This is an optimization exercise on Yosys and OpenROAD, whose aim is small area, not a production implementation.
Function was checked by simulation only, so behaviour that the tests miss may differ from the original.
Power and IR drop assume default switching activity.

<file path="run.sh">
#!/bin/bash
# synth_recipe.tcl (not shown) runs the flow's synth.tcl, then flattens the netlist and writes it again
# the make line also repeats each setting of config.mk as NAME=value (left out here)
make -C /OpenROAD-flow-scripts/flow DESIGN_CONFIG=/design/flow/config.mk WORK_HOME=/design/flow/orfs CLKGATE_MAP_FILE= SYNTH_SCRIPT=/design/flow/synth_recipe.tcl finish
</file>
<file path="design.v">
module ALU
    #(parameter DATA_WIDTH = 32)
    (
        i_Operand1,
        i_Operand2,
        i_ALU_OpCode,
        o_CPSR,
        o_ALU_Result
    );
    input  logic [DATA_WIDTH - 1:0] i_Operand1;
    input  logic [DATA_WIDTH - 1:0] i_Operand2;
    input  logic [2:0] i_ALU_OpCode;
    output logic [3:0] o_CPSR;
    output logic [DATA_WIDTH - 1:0] o_ALU_Result;
    logic Negative;
    logic Zero;
    logic Carry;
    logic Overflow;
    logic throwaway;
    logic [DATA_WIDTH - 1:0] ALU_Result;
    logic SUB_Enable;
    assign SUB_Enable = i_ALU_OpCode[0] & ^i_ALU_OpCode;
    assign o_ALU_Result = ALU_Result;
    assign Negative = ALU_Result[DATA_WIDTH - 1:0];
    assign Zero = &~ALU_Result;
    assign Overflow = &~i_ALU_OpCode[2:1] & (i_Operand1[DATA_WIDTH - 1:0] ^ ALU_Result[DATA_WIDTH - 1:0]) & ( (i_Operand1[DATA_WIDTH - 1:0] & i_Operand2[DATA_WIDTH - 1:0] & &~i_ALU_OpCode) | ((i_Operand1[DATA_WIDTH - 1:0] ^ i_Operand2[DATA_WIDTH - 1:0]) & SUB_Enable) );
    assign o_CPSR = { Negative, Zero, Carry, Overflow };
    logic [DATA_WIDTH + 1:0] Op1_ADD_SUB;
    logic [DATA_WIDTH + 1:0] Op2_ADD_SUB;
    assign Op1_ADD_SUB = { 1'b0, i_Operand1, SUB_Enable };
    assign Op2_ADD_SUB = { 1'b0, SUB_Enable ? ~i_Operand2 : i_Operand2, SUB_Enable };
    always_comb begin
        throwaway <= 1'b0;
        casex (i_ALU_OpCode)
            3'b00x:  
                { Carry, ALU_Result, throwaway } <= Op1_ADD_SUB + Op2_ADD_SUB;
            3'b010:  
                begin
                    Carry <= 1'b0;
                    ALU_Result <= i_Operand1 & i_Operand2;
                end
            3'b011:  
                begin
                    Carry <= 1'b0;
                    ALU_Result <= i_Operand1 | i_Operand2;
                end
            3'b100:  
                begin
                    Carry <= 1'b0;
                    ALU_Result <= i_Operand1 ^ i_Operand2;
                end
            3'b101:  
                begin
                    Carry <= 1'b0;
                    ALU_Result <= ~i_Operand1;
                end
            3'b110:  
                begin
                    Carry <= 1'b0;
                    ALU_Result <= i_Operand1;
                end
            3'b111:  
                begin
                    Carry <= 1'b0;
                    ALU_Result <= i_Operand2;
                end
            default
                begin
                    Carry <= 1'b0;
                    ALU_Result <= 32'bx;
                end
        endcase
    end
endmodule
module ALU_Decoder
    (
        clk,
        reset,
        i_OpCode,
        i_Set_Condition,
        i_CPSR,
        i_IfCondition,
        i_IfDP,
        o_ALU_OpCode,
        o_CPSR
    );
    input  logic clk;
    input  logic reset;
    input  logic [3:0] i_OpCode;
    input  logic i_Set_Condition;
    input logic [3:0] i_CPSR;
    input  logic i_IfCondition;
    input  logic i_IfDP;
    output logic [2:0] o_ALU_OpCode;
    output logic [3:0] o_CPSR;
    always_comb begin
        if (~i_IfDP)
            o_ALU_OpCode <= 3'b000;
        else
            case (i_OpCode)
            4'b0100:
                o_ALU_OpCode <= 3'b000;
            4'b0010:
                o_ALU_OpCode <= 3'b001;
            4'b0000:
                o_ALU_OpCode <= 3'b010;
            4'b1100:
                o_ALU_OpCode <= 3'b011;
            4'b0001:
                o_ALU_OpCode <= 3'b100;
            4'b1111:
                o_ALU_OpCode <= 3'b101;
            4'b1101:
                o_ALU_OpCode <= 3'b111;
            default:
                o_ALU_OpCode <= 3'b0;
            endcase
    end
    always_ff @(posedge clk) begin
        if (reset)
            o_CPSR <= 4'b0;
        else if (i_Set_Condition & i_IfCondition)
            o_CPSR <= i_CPSR;
    end
endmodule
module Check_Condition
    (
        i_Cond,
        i_CPSR,
        o_IfCondition
    );
    input  logic [3:0] i_Cond;
    input  logic [3:0] i_CPSR;
    output logic o_IfCondition;
    logic N, Z, C, V;
    assign { N, Z, C, V } = i_CPSR;
    always_comb begin
        case (i_Cond)
            4'b0000:
                o_IfCondition <= Z;
            4'b0001:
                o_IfCondition <= ~Z;
            4'b0010:
                o_IfCondition <= C;
            4'b0011:
                o_IfCondition <= ~C;
            4'b0100:
                o_IfCondition <= N;
            4'b0101:
                o_IfCondition <= ~N;
            4'b0110:
                o_IfCondition <= V;
            4'b0111:
                o_IfCondition <= ~V;
            4'b1000:
                o_IfCondition <= C & ~Z;
            4'b1001:
                o_IfCondition <= ~C | Z;
            4'b1010:
                o_IfCondition <= N & V;
            4'b1011:
                o_IfCondition <= N ^ V;
            4'b1100:
                o_IfCondition <= ~Z & (N & V);
            4'b1101:
                o_IfCondition <= Z | (N ^ V);
            4'b1110:
                o_IfCondition <= 1'b1;
            default:
                o_IfCondition <= 1'b0;
        endcase
    end
endmodule
module Main_Decoder
    (
        i_Op,
        i_Immediate_Enable,
        i_Set_Condition,
        o_Port3_Write_Enable,
        o_Memory_Write_Enable,
        o_Memory_to_Port3_Write_Enable,
        o_Operand2_Src,
        o_Immediate_Src,
        o_Port1_Read_Address_Src,
        o_Port2_Read_Address_Src,
        o_IfBranch,
        o_IfDP
    );
    input  logic [1:0] i_Op;
    input  logic i_Immediate_Enable;
    input  logic i_Set_Condition;
    output logic o_Port3_Write_Enable;
    output logic o_Memory_Write_Enable;
    output logic o_Memory_to_Port3_Write_Enable;
    output logic o_Operand2_Src;
    output logic [1:0] o_Immediate_Src;
    output logic o_Port1_Read_Address_Src;
    output logic o_Port2_Read_Address_Src;
    output logic o_IfBranch;
    output logic o_IfDP;
    assign o_Port3_Write_Enable = &~i_Op | (~i_Op[1] & i_Op[0] & i_Set_Condition);
    assign o_Memory_Write_Enable = ~i_Op[1] & i_Op[0] & ~i_Set_Condition;  
    assign o_Memory_to_Port3_Write_Enable = ~i_Op[1] & i_Op[0] & i_Set_Condition;  
    assign o_Operand2_Src = |{ i_Op, i_Immediate_Enable, i_Set_Condition };  
    assign o_Immediate_Src = i_Op;
    assign o_Port1_Read_Address_Src = i_Op[1];
    assign o_Port2_Read_Address_Src = i_Op[0];
    assign o_IfBranch = i_Op[1] & ~i_Op[0];
    assign o_IfDP = &~i_Op;
endmodule
module Control_Unit
    #(parameter DATA_WIDTH = 32)
    (
        clk,
        reset,
        i_Cond,
        i_Op,
        i_Funct,
        i_Rd,
        i_CPSR,
        o_PC_Src,
        o_Port3_Write_Enable,
        o_Memory_Write_Enable,
        o_Memory_to_Port3_Write_Enable,
        o_Port1_Read_Address_Src,
        o_Port2_Read_Address_Src,
        o_Immediate_Src,
        o_Operand2_Src,
        o_ALU_OpCode
    );
    input  logic clk;
    input  logic reset;
    input  logic [3:0] i_Cond;
    input  logic [1:0] i_Op;
    input  logic [5:0] i_Funct;
    input  logic [3:0] i_Rd;
    input  logic [3:0] i_CPSR;
    output logic o_PC_Src;
    output logic o_Port3_Write_Enable;
    output logic o_Memory_Write_Enable;
    output logic o_Memory_to_Port3_Write_Enable;
    output logic o_Port1_Read_Address_Src;
    output logic o_Port2_Read_Address_Src;
    output logic [1:0] o_Immediate_Src;
    output logic o_Operand2_Src;
    output logic [2:0] o_ALU_OpCode;
    logic Immediate_Enable;
    logic [3:0] OpCode;
    logic Set_Condition;
    assign Immediate_Enable = i_Funct[5];
    assign OpCode = i_Funct[4:1];
    assign Set_Condition = i_Funct[0];
    logic IfBranch;
    logic Port3_Write_Enable;
    logic Memory_to_Port3_Write_Enable;
    logic IfDP;
    Main_Decoder md(
        .i_Op(i_Op),
        .i_Immediate_Enable(Immediate_Enable),
        .i_Set_Condition(Set_Condition),
        .o_Port3_Write_Enable(Port3_Write_Enable),
        .o_Memory_Write_Enable(o_Memory_Write_Enable),
        .o_Memory_to_Port3_Write_Enable(Memory_to_Port3_Write_Enable),
        .o_Operand2_Src(o_Operand2_Src),
        .o_Immediate_Src(o_Immediate_Src),
        .o_Port1_Read_Address_Src(o_Port1_Read_Address_Src),
        .o_Port2_Read_Address_Src(o_Port2_Read_Address_Src),
        .o_IfBranch(IfBranch),
        .o_IfDP(IfDP)
    );
    logic IfCondition;
    logic [3:0] CPSR;
    Check_Condition check(
        .i_Cond(i_Cond),
        .i_CPSR(CPSR),
        .o_IfCondition(IfCondition)
    );
    ALU_Decoder alu_decoder(
        .clk(clk),
        .reset(reset),
        .i_OpCode(OpCode),
        .i_Set_Condition(Set_Condition),
        .i_CPSR(i_CPSR),
        .i_IfCondition(IfCondition),
        .i_IfDP(IfDP),
        .o_ALU_OpCode(o_ALU_OpCode),
        .o_CPSR(CPSR)
    );
    assign o_PC_Src = IfCondition & (((i_Rd == 15) & Port3_Write_Enable) | IfBranch);
    assign o_Port3_Write_Enable = IfCondition & Port3_Write_Enable;
    assign o_Memory_to_Port3_Write_Enable = IfCondition & Memory_to_Port3_Write_Enable;
endmodule
module Immediate_Select
    (
        i_Immediate_24,
        i_Immediate_Src,
        o_Immediate_32
    );
    input  logic [23:0] i_Immediate_24;
    input  logic [1:0] i_Immediate_Src;
    output logic [31:0] o_Immediate_32;
    always_comb begin
        case (i_Immediate_Src)
            2'b00:
                o_Immediate_32 <= { 24'b0, i_Immediate_24[7:0] };
            2'b01:
                o_Immediate_32 <= { 20'b0, i_Immediate_24[11:0] };
            2'b10:
                o_Immediate_32 <= { 6'b0, i_Immediate_24[23:0], 2'b0 };
            default:
                o_Immediate_32 <= 32'b0;
        endcase
    end
endmodule
module Register_File
    #(parameter DATA_WIDTH = 32)
    (  
        clk,
        reset,
        i_Port1_Read_Address,
        i_Port2_Read_Address,
        i_Port3_Write_Enable,
        i_Port3_Write_Address,
        i_Port3_Write_Data,
        i_PC,
        o_Port1_Read_Data,
        o_Port2_Read_Data,
        o_Register_Bus
    );
    input  logic clk;
    input  logic reset;
    input  logic [3:0] i_Port1_Read_Address;
    input  logic [3:0] i_Port2_Read_Address;
    input  logic i_Port3_Write_Enable;
    input  logic [3:0]i_Port3_Write_Address;
    input  logic [DATA_WIDTH - 1:0] i_Port3_Write_Data;
    input  logic [DATA_WIDTH - 1:0] i_PC;
    output logic [DATA_WIDTH - 1:0] o_Port1_Read_Data;
    output logic [DATA_WIDTH - 1:0] o_Port2_Read_Data;
    output logic [(DATA_WIDTH * 16) - 1:0] o_Register_Bus;
    logic [DATA_WIDTH - 1:0] memory [0:14];
    integer j;
    always_comb begin
        for (j = 0; j < 15; j = j + 1) o_Register_Bus[32*j +: 32] <= memory[j]; 
        o_Register_Bus[32*15 + 31 : 32*15] <= i_PC;
    end
    assign o_Port1_Read_Data = i_Port1_Read_Address == 15 ? i_PC : memory[i_Port1_Read_Address];
    assign o_Port2_Read_Data = i_Port2_Read_Address == 15 ? i_PC : memory[i_Port2_Read_Address];
    integer i;
    always_ff @(posedge clk, posedge reset) begin
        if (reset) begin
            for (i = 0; i < 15; i = i + 1)
                memory[i] <= 32'b0;
        end
        else if (i_Port3_Write_Enable && i_Port3_Write_Address != 4'd15) begin
            memory[i_Port3_Write_Address] <= i_Port3_Write_Data;
        end
    end
endmodule
module DECODE
    #(parameter DATA_WIDTH = 32)
    (
        clk,
        reset,
        i_Instruction,
        i_Port3_Write_Data,
        i_PC,
        i_CPSR,
        o_PC_Src,
        o_Operand1,
        o_Operand2,
        o_ALU_OpCode,
        o_Memory_Write_Enable,
        o_Memory_Write_Data,
        o_Memory_to_Port3_Write_Enable,
        o_Register_Bus
    );
    input  logic clk;
    input  logic reset;
    input  logic [31:0] i_Instruction;
    input  logic [31:0] i_Port3_Write_Data;
    input  logic [31:0] i_PC;
    input  logic [3:0] i_CPSR;
    output logic o_PC_Src;
    output logic [31:0] o_Operand1;
    output logic [31:0] o_Operand2;
    output logic [2:0] o_ALU_OpCode;
    output logic o_Memory_Write_Enable;
    output logic [31:0] o_Memory_Write_Data;
    output logic o_Memory_to_Port3_Write_Enable;
    output logic [(DATA_WIDTH * 16) - 1:0] o_Register_Bus;
    logic [3:0] Cond;
    logic [1:0] Op;
    logic [5:0] Funct;
    logic [3:0] Rn;
    logic [3:0] Rd;
    logic [3:0] Rm;
    logic [23:0] Immediate_24;
    assign Cond = i_Instruction[31:28];
    assign Op = i_Instruction[27:26];
    assign Funct = i_Instruction[25:20];
    assign Rn = i_Instruction[19:16];
    assign Rd = i_Instruction[15:12];
    assign Rm = i_Instruction[3:0];
    assign Immediate_24 = i_Instruction[23:0];
    logic Port3_Write_Enable;
    logic Port1_Read_Address_Src;
    logic Port2_Read_Address_Src;
    logic [1:0] Immediate_Src;
    logic Operand2_Src;
    logic [31:0] Immediate_32;
    logic [3:0] Port1_Read_Address;
    logic [3:0] Port2_Read_Address;
    assign Port1_Read_Address = Port1_Read_Address_Src ? 15 : Rn;
    assign Port2_Read_Address = Port2_Read_Address_Src ? Rd : Rm;
    logic [DATA_WIDTH - 1:0] PC_Plus4;
    assign PC_Plus4 = i_PC + 4;
    logic [DATA_WIDTH - 1:0] Operand2;
    assign o_Operand2 = Operand2_Src ? Immediate_32 : Operand2;
    assign o_Memory_Write_Data = Operand2;
    Control_Unit #(.DATA_WIDTH(DATA_WIDTH)) control_unit (
        .clk(clk),
        .reset(reset),
        .i_Cond(Cond),
        .i_Op(Op),
        .i_Funct(Funct),
        .i_Rd(Rd),
        .i_CPSR(i_CPSR),
        .o_PC_Src(o_PC_Src),
        .o_Port3_Write_Enable(Port3_Write_Enable),
        .o_Memory_Write_Enable(o_Memory_Write_Enable),
        .o_Memory_to_Port3_Write_Enable(o_Memory_to_Port3_Write_Enable),
        .o_Port1_Read_Address_Src(Port1_Read_Address_Src),
        .o_Port2_Read_Address_Src(Port2_Read_Address_Src),
        .o_Immediate_Src(Immediate_Src),
        .o_Operand2_Src(Operand2_Src),
        .o_ALU_OpCode(o_ALU_OpCode)
    );
    Immediate_Select imm_select(
        .i_Immediate_24(Immediate_24),
        .i_Immediate_Src(Immediate_Src),
        .o_Immediate_32(Immediate_32)
    );
    Register_File #(.DATA_WIDTH(DATA_WIDTH)) register_file (
        .clk(clk),
        .reset(reset),
        .i_Port1_Read_Address(Port1_Read_Address),
        .i_Port2_Read_Address(Port2_Read_Address),
        .i_Port3_Write_Enable(Port3_Write_Enable),
        .i_Port3_Write_Address(Rd),
        .i_Port3_Write_Data(i_Port3_Write_Data),
        .i_PC(PC_Plus4),
        .o_Port1_Read_Data(o_Operand1),
        .o_Port2_Read_Data(Operand2),
        .o_Register_Bus(o_Register_Bus)
    );
endmodule
module FETCH
    #(parameter DATA_WIDTH = 32)
    (
        clk,
        reset,
        i_PC_Src,
        i_Branch_Address,
        i_Instruction,
        o_PC,
        o_Fetch_Address,
        o_Instruction
    );
    input  clk;
    input  reset;
    input  i_PC_Src;
    input  [DATA_WIDTH - 1:0] i_Branch_Address;
    input  [DATA_WIDTH - 1:0] i_Instruction;
    output [DATA_WIDTH - 1:0] o_PC;
    output [DATA_WIDTH - 1:0] o_Fetch_Address;
    output [DATA_WIDTH - 1:0] o_Instruction;
    logic [DATA_WIDTH - 1:0] PC_write;
    logic [DATA_WIDTH - 1:0] PC_read;
    logic [DATA_WIDTH - 1:0] PC_Plus4;
    assign PC_Plus4 = PC_read + 4;
    assign PC_write = i_PC_Src ? i_Branch_Address : PC_Plus4;
    assign o_PC = PC_Plus4;
    assign o_Fetch_Address = PC_read;
    assign o_Instruction = i_Instruction;
    PC #(.DATA_WIDTH(DATA_WIDTH)) pc (.clk(clk), .reset(reset), .i_PC_write(PC_write), .o_PC_read(PC_read));
endmodule
module PC
    #(parameter DATA_WIDTH = 32)
    (
        clk,
        reset,
        i_PC_write,
        o_PC_read
    );
    input  logic clk;
    input  logic reset;
    input  logic [DATA_WIDTH - 1:0] i_PC_write;
    output logic [DATA_WIDTH - 1:0] o_PC_read;
    always_ff @(posedge clk, posedge reset) begin
        if (reset)
            o_PC_read <= 32'b0;
        else
            o_PC_read <= i_PC_write;
    end
endmodule
module DATA_MEMORY
    #(parameter DATA_WIDTH = 32, parameter DATA_CAPACITY = 16)
    (
        clk,
        reset,
        i_Memory_Write_Enable,
        i_Memory_Address,
        i_Memory_Write_Data,
        i_Memory_to_Port3_Write_Enable,
        o_Output,
        o_Data_Bus
    );
    input  logic clk;
    input  logic reset;
    input  logic i_Memory_Write_Enable;
    input  logic [DATA_WIDTH - 1:0] i_Memory_Address;
    input  logic [DATA_WIDTH - 1:0] i_Memory_Write_Data;
    input  logic i_Memory_to_Port3_Write_Enable;
    output logic [DATA_WIDTH - 1:0] o_Output;
    output logic [(DATA_WIDTH * DATA_CAPACITY) - 1:0] o_Data_Bus;
    logic [DATA_WIDTH - 1:0] m_Memory_Read_Data;
    assign o_Output = i_Memory_to_Port3_Write_Enable ? m_Memory_Read_Data : i_Memory_Address;
    Memory #(.DATA_WIDTH(DATA_WIDTH), .DATA_CAPACITY(DATA_CAPACITY)) memory (
        .clk(clk),
        .reset(reset),
        .i_Memory_Write_Enable(i_Memory_Write_Enable),
        .i_Memory_Address(i_Memory_Address),
        .i_Memory_Write_Data(i_Memory_Write_Data),
        .o_Memory_Read_Data(m_Memory_Read_Data),
        .o_Data_Bus(o_Data_Bus)
    );
endmodule
module Memory
    #(parameter DATA_WIDTH = 32, parameter DATA_CAPACITY = 16)
    (
        clk,
        reset,
        i_Memory_Write_Enable,
        i_Memory_Address,
        i_Memory_Write_Data,
        o_Memory_Read_Data,
        o_Data_Bus
    );
    input  logic clk;
    input  logic reset;
    input  logic i_Memory_Write_Enable;
    input  logic [DATA_WIDTH - 1:0] i_Memory_Address;
    input  logic [DATA_WIDTH - 1:0] i_Memory_Write_Data;
    output logic [DATA_WIDTH - 1:0] o_Memory_Read_Data;
    output logic [(DATA_WIDTH * DATA_CAPACITY) - 1:0] o_Data_Bus;
    logic [DATA_WIDTH - 1:0] memory [0:DATA_CAPACITY - 1];
    assign o_Memory_Read_Data = memory[i_Memory_Address[3:0]];
    integer o;
    always @(*) begin
        for (o = 0; o < DATA_CAPACITY; o = o + 1) begin
            o_Data_Bus[o*DATA_WIDTH +: DATA_WIDTH] <= memory[o];
        end
    end
    integer i;
    always_ff @(posedge clk, posedge reset) begin
        if (reset)
            for (i = 0; i < DATA_CAPACITY; i++)
                memory[i] <= {DATA_WIDTH{1'b0}};
        else if (i_Memory_Write_Enable)
            memory[i_Memory_Address[3:0]] <= i_Memory_Write_Data;
    end
endmodule
module arm
    #(parameter DATA_WIDTH = 32, parameter DATA_CAPACITY = 16)  
    (
        clk,
        reset,
        i_Instruction,
        o_PC,
        o_Output,
        o_R0,
        o_R1,
        o_R2,
        o_R3,
        o_R4,
        o_R5,
        o_R6,
        o_R7,
        o_R8,
        o_R9,
        o_R10,
        o_R11,
        o_R12,
        o_R13,
        o_R14,
        o_R15,
        o_D0,
        o_D1,
        o_D2,
        o_D3,
        o_D4,
        o_D5,
        o_D6,
        o_D7,
        o_D8,
        o_D9,
        o_D10,
        o_D11,
        o_D12,
        o_D13,
        o_D14,
        o_D15
    );
    input  logic clk;
    input  logic reset;
    input  logic [DATA_WIDTH - 1:0] i_Instruction;
    output logic [DATA_WIDTH - 1:0] o_PC;
    output logic [DATA_WIDTH - 1:0] o_Output;
    output logic [DATA_WIDTH - 1:0] o_R0;
    output logic [DATA_WIDTH - 1:0] o_R1;
    output logic [DATA_WIDTH - 1:0] o_R2;
    output logic [DATA_WIDTH - 1:0] o_R3;
    output logic [DATA_WIDTH - 1:0] o_R4;
    output logic [DATA_WIDTH - 1:0] o_R5;
    output logic [DATA_WIDTH - 1:0] o_R6;
    output logic [DATA_WIDTH - 1:0] o_R7;
    output logic [DATA_WIDTH - 1:0] o_R8;
    output logic [DATA_WIDTH - 1:0] o_R9;
    output logic [DATA_WIDTH - 1:0] o_R10;
    output logic [DATA_WIDTH - 1:0] o_R11;
    output logic [DATA_WIDTH - 1:0] o_R12;
    output logic [DATA_WIDTH - 1:0] o_R13;
    output logic [DATA_WIDTH - 1:0] o_R14;
    output logic [DATA_WIDTH - 1:0] o_R15;
    output logic [DATA_WIDTH - 1:0] o_D0;
    output logic [DATA_WIDTH - 1:0] o_D1;
    output logic [DATA_WIDTH - 1:0] o_D2;
    output logic [DATA_WIDTH - 1:0] o_D3;
    output logic [DATA_WIDTH - 1:0] o_D4;
    output logic [DATA_WIDTH - 1:0] o_D5;
    output logic [DATA_WIDTH - 1:0] o_D6;
    output logic [DATA_WIDTH - 1:0] o_D7;
    output logic [DATA_WIDTH - 1:0] o_D8;
    output logic [DATA_WIDTH - 1:0] o_D9;
    output logic [DATA_WIDTH - 1:0] o_D10;
    output logic [DATA_WIDTH - 1:0] o_D11;
    output logic [DATA_WIDTH - 1:0] o_D12;
    output logic [DATA_WIDTH - 1:0] o_D13;
    output logic [DATA_WIDTH - 1:0] o_D14;
    output logic [DATA_WIDTH - 1:0] o_D15;
    logic [DATA_WIDTH - 1:0] m_PC;
    logic [DATA_WIDTH - 1:0] m_Instruction;
    logic m_PC_Src;
    logic [DATA_WIDTH - 1:0] Operand1;
    logic [DATA_WIDTH - 1:0] Operand2;
    logic [2:0] ALU_OpCode;
    logic [3:0] CPSR;
    logic [DATA_WIDTH - 1:0] ALU_Result;
    logic Memory_Write_Enable;
    logic [DATA_WIDTH - 1:0] Memory_Write_Data;
    logic Memory_to_Port3_Write_Enable;
    logic [DATA_WIDTH - 1:0] Output;
    logic [(DATA_WIDTH*16) - 1:0] m_Register_Bus;
    logic [(DATA_WIDTH * DATA_CAPACITY) - 1:0] m_Data_Bus;
    assign o_R0 = m_Register_Bus[31 : 0];
    assign o_R1 = m_Register_Bus[63 : 32];
    assign o_R2 = m_Register_Bus[95 : 64];
    assign o_R3 = m_Register_Bus[127 : 96];
    assign o_R4 = m_Register_Bus[159 : 128];
    assign o_R5 = m_Register_Bus[191 : 160];
    assign o_R6 = m_Register_Bus[223 : 192];
    assign o_R7 = m_Register_Bus[255 : 224];
    assign o_R8 = m_Register_Bus[287 : 256];
    assign o_R9 = m_Register_Bus[319 : 288];
    assign o_R10 = m_Register_Bus[351 : 320];
    assign o_R11 = m_Register_Bus[383 : 352];
    assign o_R12 = m_Register_Bus[415 : 384];
    assign o_R13 = m_Register_Bus[447 : 416];
    assign o_R14 = m_Register_Bus[479 : 448];
    assign o_R15 = m_Register_Bus[511 : 480];
    assign o_D0 = m_Data_Bus[31:0];
    assign o_D1 = m_Data_Bus[63:32];
    assign o_D2 = m_Data_Bus[95:64];
    assign o_D3 = m_Data_Bus[127:96];
    assign o_D4 = m_Data_Bus[159:128];
    assign o_D5 = m_Data_Bus[191:160];
    assign o_D6 = m_Data_Bus[223:192];
    assign o_D7 = m_Data_Bus[255:224];
    assign o_D8 = m_Data_Bus[287:256];
    assign o_D9 = m_Data_Bus[319:288];
    assign o_D10 = m_Data_Bus[351:320];
    assign o_D11 = m_Data_Bus[383:352];
    assign o_D12 = m_Data_Bus[415:384];
    assign o_D13 = m_Data_Bus[447:416];
    assign o_D14 = m_Data_Bus[479:448];
    assign o_D15 = m_Data_Bus[511:480];
    assign o_Output = Output;
    FETCH #(.DATA_WIDTH(DATA_WIDTH)) fetch (
        .clk(clk),
        .reset(reset),
        .i_PC_Src(m_PC_Src),
        .i_Branch_Address(Output),
        .i_Instruction(i_Instruction),
        .o_PC(m_PC),
        .o_Fetch_Address(o_PC),
        .o_Instruction(m_Instruction)
    );
    DECODE #(.DATA_WIDTH(DATA_WIDTH)) decode(
        .clk(clk),
        .reset(reset),
        .i_Instruction(m_Instruction),
        .i_Port3_Write_Data(o_Output),
        .i_PC(m_PC),
        .i_CPSR(CPSR),
        .o_PC_Src(m_PC_Src),
        .o_Operand1(Operand1),
        .o_Operand2(Operand2),
        .o_ALU_OpCode(ALU_OpCode),
        .o_Memory_Write_Enable(Memory_Write_Enable),
        .o_Memory_Write_Data(Memory_Write_Data),
        .o_Memory_to_Port3_Write_Enable(Memory_to_Port3_Write_Enable),
        .o_Register_Bus(m_Register_Bus)
    );
    ALU #(.DATA_WIDTH(DATA_WIDTH)) alu(
        .i_Operand1(Operand1),
        .i_Operand2(Operand2),
        .i_ALU_OpCode(ALU_OpCode),
        .o_CPSR(CPSR),
        .o_ALU_Result(ALU_Result)
    );
    DATA_MEMORY #(.DATA_WIDTH(DATA_WIDTH)) data_memory(
        .clk(clk),
        .reset(reset),
        .i_Memory_Write_Enable(Memory_Write_Enable),
        .i_Memory_Address(ALU_Result),
        .i_Memory_Write_Data(Memory_Write_Data),
        .i_Memory_to_Port3_Write_Enable(Memory_to_Port3_Write_Enable),
        .o_Output(Output),
        .o_Data_Bus(m_Data_Bus)
    );
endmodule
</file>
<file path="config.mk">
export PLATFORM = sky130hd
export DESIGN_NAME = arm
export DESIGN_NICKNAME = arm
export VERILOG_FILES = /design/flow/design.v
export SDC_FILE = /design/flow/constraint.sdc
export NUM_CORES = 8
export LEC_CHECK = 0
export CAP_MARGIN = 20
export CORE_MARGIN = 2
export CORE_UTILIZATION = 40
export SETUP_SLACK_MARGIN = 0.5
export SLEW_MARGIN = 20
</file>
<file path="constraint.sdc">
create_clock -name core_clock -period 20.0 [get_ports {clk}]
set_input_delay 4.0000 -clock core_clock [delete_from_list [all_inputs] [get_ports {clk}]]
set_output_delay 4.0000 -clock core_clock [all_outputs]
set_load 0.01 [all_outputs]
</file>
==> summary.txt <==
[layout by cell type (no fill, tap or decap), types with 112 or more instances in the layout]
cell / netlist / routed
a21oi_1: 247 / 234
a22oi_1: 332 / 332
buf_4: 11 / 219
clkbuf_16: 0 / 112
clkdlybuf4s50_1: 0 / 1115
dfrtp_1: 1024 / 1024
inv_1: 138 / 137
nand2_1: 1231 / 1204
nor2_1: 296 / 277
o21ai_0: 1010 / 1009
[layer usage]
layer	track usage, %	wire length, um
met1	65.2	139000
met3	21.5	55400
met2	70.3	152000
met4	32.8	31800
met5	1.92	400
[report_power, final]
| group | leakage, nW | switching [W] | internal, W |
|---|---|---|---|
| clock network | 1.96 | 0.000955 | 0.00133 |
| logic | 15.4 | 0.00310 | 0.00200 |
| registers | 13.9 | 0.00136 | 0.00271 |
| total | 31.3 | 0.00541 | 0.00604 |
[final timing paths]
path	startpoint	to	cells past startpoint
worst max-delay path	i_Instruction[1]	o_Output[14]	26
worst min-delay path	data_memory.memory.memory[11][18]	data_memory.memory.memory[11][18]	2
worst max register to register	fetch.pc.o_PC_read[2]	decode.control_unit.alu_decoder.o_CPSR[2]	27
worst min register to register	data_memory.memory.memory[11][18]	data_memory.memory.memory[11][18]	2
max in group asynchronous	reset	decode.register_file.memory[4][25]	6
min in group asynchronous	reset	data_memory.memory.memory[0][16]	3
[layout make-up]
cell class	count	area (um^2)
inverter	138	522
clock buffer	150	3170
sequential	1028	25700
timing repair buffer	1342	12900
clock inverter	55	825
fill	12914	65600
antenna	16	40.0
tap	1876	2350
multi-input combinational	4746	28600
[sequential cells by signal (all words and copies together), names as in the netlist]
name,count
decode.control_unit.alu_decoder.o_CPSR,4
decode.register_file.memory,480
fetch.pc.o_PC_read,32
data_memory.memory.memory,512
[kinds of logic (layout without fill, tap and decap cells)]
| logic type | count (synthesis) | in the layout | share of synthesized area, % |
|---|---|---|---|
| AO/OA/AOI/OAI | 2257 | 2257 | 25.4 |
| adder cells (fa/ha/maj) | 103 | 103 | 2.29 |
| flip-flops | 1028 | 1028 | 45.6 |
| AND/OR/NAND/NOR | 2087 | 2087 | 16.4 |
| multiplexers | 188 | 188 | 3.60 |
| XOR/XNOR | 111 | 111 | 1.73 |
| other | 0 | 16 | 0 |
| buffers and inverters | 688 | 1685 | 4.92 |
[per-stage QoR]
stage | power, W | area, um^2 | setup slack, ns
after global routing | 0.0116 | 74100 | 2.17
final | 0.0115 | 74100 | 2.21
after floorplan | 0.00532 | 56300 | -0.167
after CTS | 0.0111 | 74000 | 2.36
after global placement | 0.00883 | 70000 | 2.59
after detailed placement | 0.00886 | 70000 | 2.37
[critical path: cells and delay by family]
kind	cells	cell delay (ns)
buffers and inverters	7	3.21
AO/OA/AOI/OAI	10	3.59
adder cells (fa/ha/maj)	1	0.48
AND/OR/NAND/NOR	6	2.00
XOR/XNOR	2	0.43
==> flow_summary.toml <==
[status]
outcome = "complete, no violations"

[clock_network]
clockBufferDepth = 3
insertion_delay_ns = 0.78
tritoncts = "built"
hold_buffers = 0
cts-root-buf = "clkbuf_16"
ctsResizeCount = 0
post_cts_buffers = 0
cts.clk_slew.worst_paths_ns = 0.06
cts-htree-levels = 3
cts_buffers = 111
cts_sinks = 1028

[sta]
fin_crit_sh_pct = 89.0
setup_viol = 0
fin_tns_setup_ns = 0
relSlewSlack_pct = 14.2
drv_slew = 0
whs_ns = 0.503
fmax_mhz = 56.2
tightest_slew_ns = 1.28
skew_ns = 0.0590
rsz0062_at_grt = "false"
final-hold-violation-count = 0
period_needed_ns = 17.79

[grt]
grt_pass1_wl_um = 508000
grt_pass1_vias = 59015
overflow = 0
grt_max_degree = 173
gr-usage-all-layers_pct = 51.1
antenna_found_initial = 39

[logic_synthesis]
synth_nets = 6599
ys_seq_elements = 1028
synth_common_cells = "nand2_1 (1,231), dfrtp_1 (1,024), o21ai_0 (1,010)"
synthFlopType = "dfrtp_1"
synth.area.top_cells = "dfrtp_1 (45%), o21ai_0 (9.0%), nand2_1 (8.2%), a22oi_1 (4.4%), clkbuf_1 (2.8%)"
synth_top_area_share_pct = 45.5
netlist_area_um2 = 56300
synth_most_common_cell = "nand2_1"
seq_area_frac_synth_pct = 45.6
synth_cells = 6462
synthArstFlopShare_pct = 99.6
synth_edf_count = 0
synth_cell_types = 108
ys_warn_count = 9
yosysTopAreaCell = "dfrtp_1"
synth.avg_cell_area_um2 = 8.72

[critical_path]
worstPathMaxFanout = 25
critPathKind = "in -> out"
critPathCaptureType = "output pin"
max_stage_delay_ns = 0.95
crit_path_frequent_cell = "buf_4"
worstPathRequired_ns = 16.00
start_kind = "input port"
cp_slowest_cell = "clkdlybuf4s50_1"
crit_arrival_ns = 13.79
ff2ff_setup_slack_ns = 9.96

[detailed_routing]
via_per_inst = 6.92
dr.pass1.iters = 15
vias = 64692
drc_errors = 0
wl_per_cell_um = 40.5
drt-total-wl_um = 379000
drt-initial-drc-count = 12064
ant_nets = 0

[pwr]
leakage_nw = 31.3
p_per_area_nw_per_um2 = 155
max-vdd-ir-drop_v = 0.000128

[min_path]
min_path_type = "reg -> reg"

[floorplan]
core_area_um2 = 140000
io_pins = 1122
dieArea_um2 = 144000
die_h_um = 379
die_w_um = 379
start_util_pct = 40.3
num_rows = 137

[placement]
place_hpwl_um = 278000
dp.cells = 9130
place_congestion = 1.14
numPortBuffers = 1121

[layout]
area_delta_synth_final_pct = 31.5
fin_util_pct = 53.0
instances_no_fill = 9351
drive_gt1_share_pct = 9.34
final_net_count = 7504

[run]
drv_cap = 0

## afterwards: timing with drivers on the ports
How much do the figures lean on ideal ports? The routed layout below was timed once more, with nothing changed but the port constraints.
Step 1: set_driving_cell puts a clkbuf_16 on clk and a buf_2 on each other input, an assumption about the parent block.
Step 2 also shifts input and output timing later by t, the mid clock arrival at the registers, as if the neighbouring blocks saw the same clock.
Three values: ideal, step 1, step 2; two values: the first two.
t, ns: 0.845
slack for setup (ns): 2.209 / 2.098 / 2.098
worst setup path at the end: input to output
After both steps setup and hold are still met in this run. For this run, drivers alone change the setup slack by -0.111 ns; drivers and shift together by -0.111 ns.
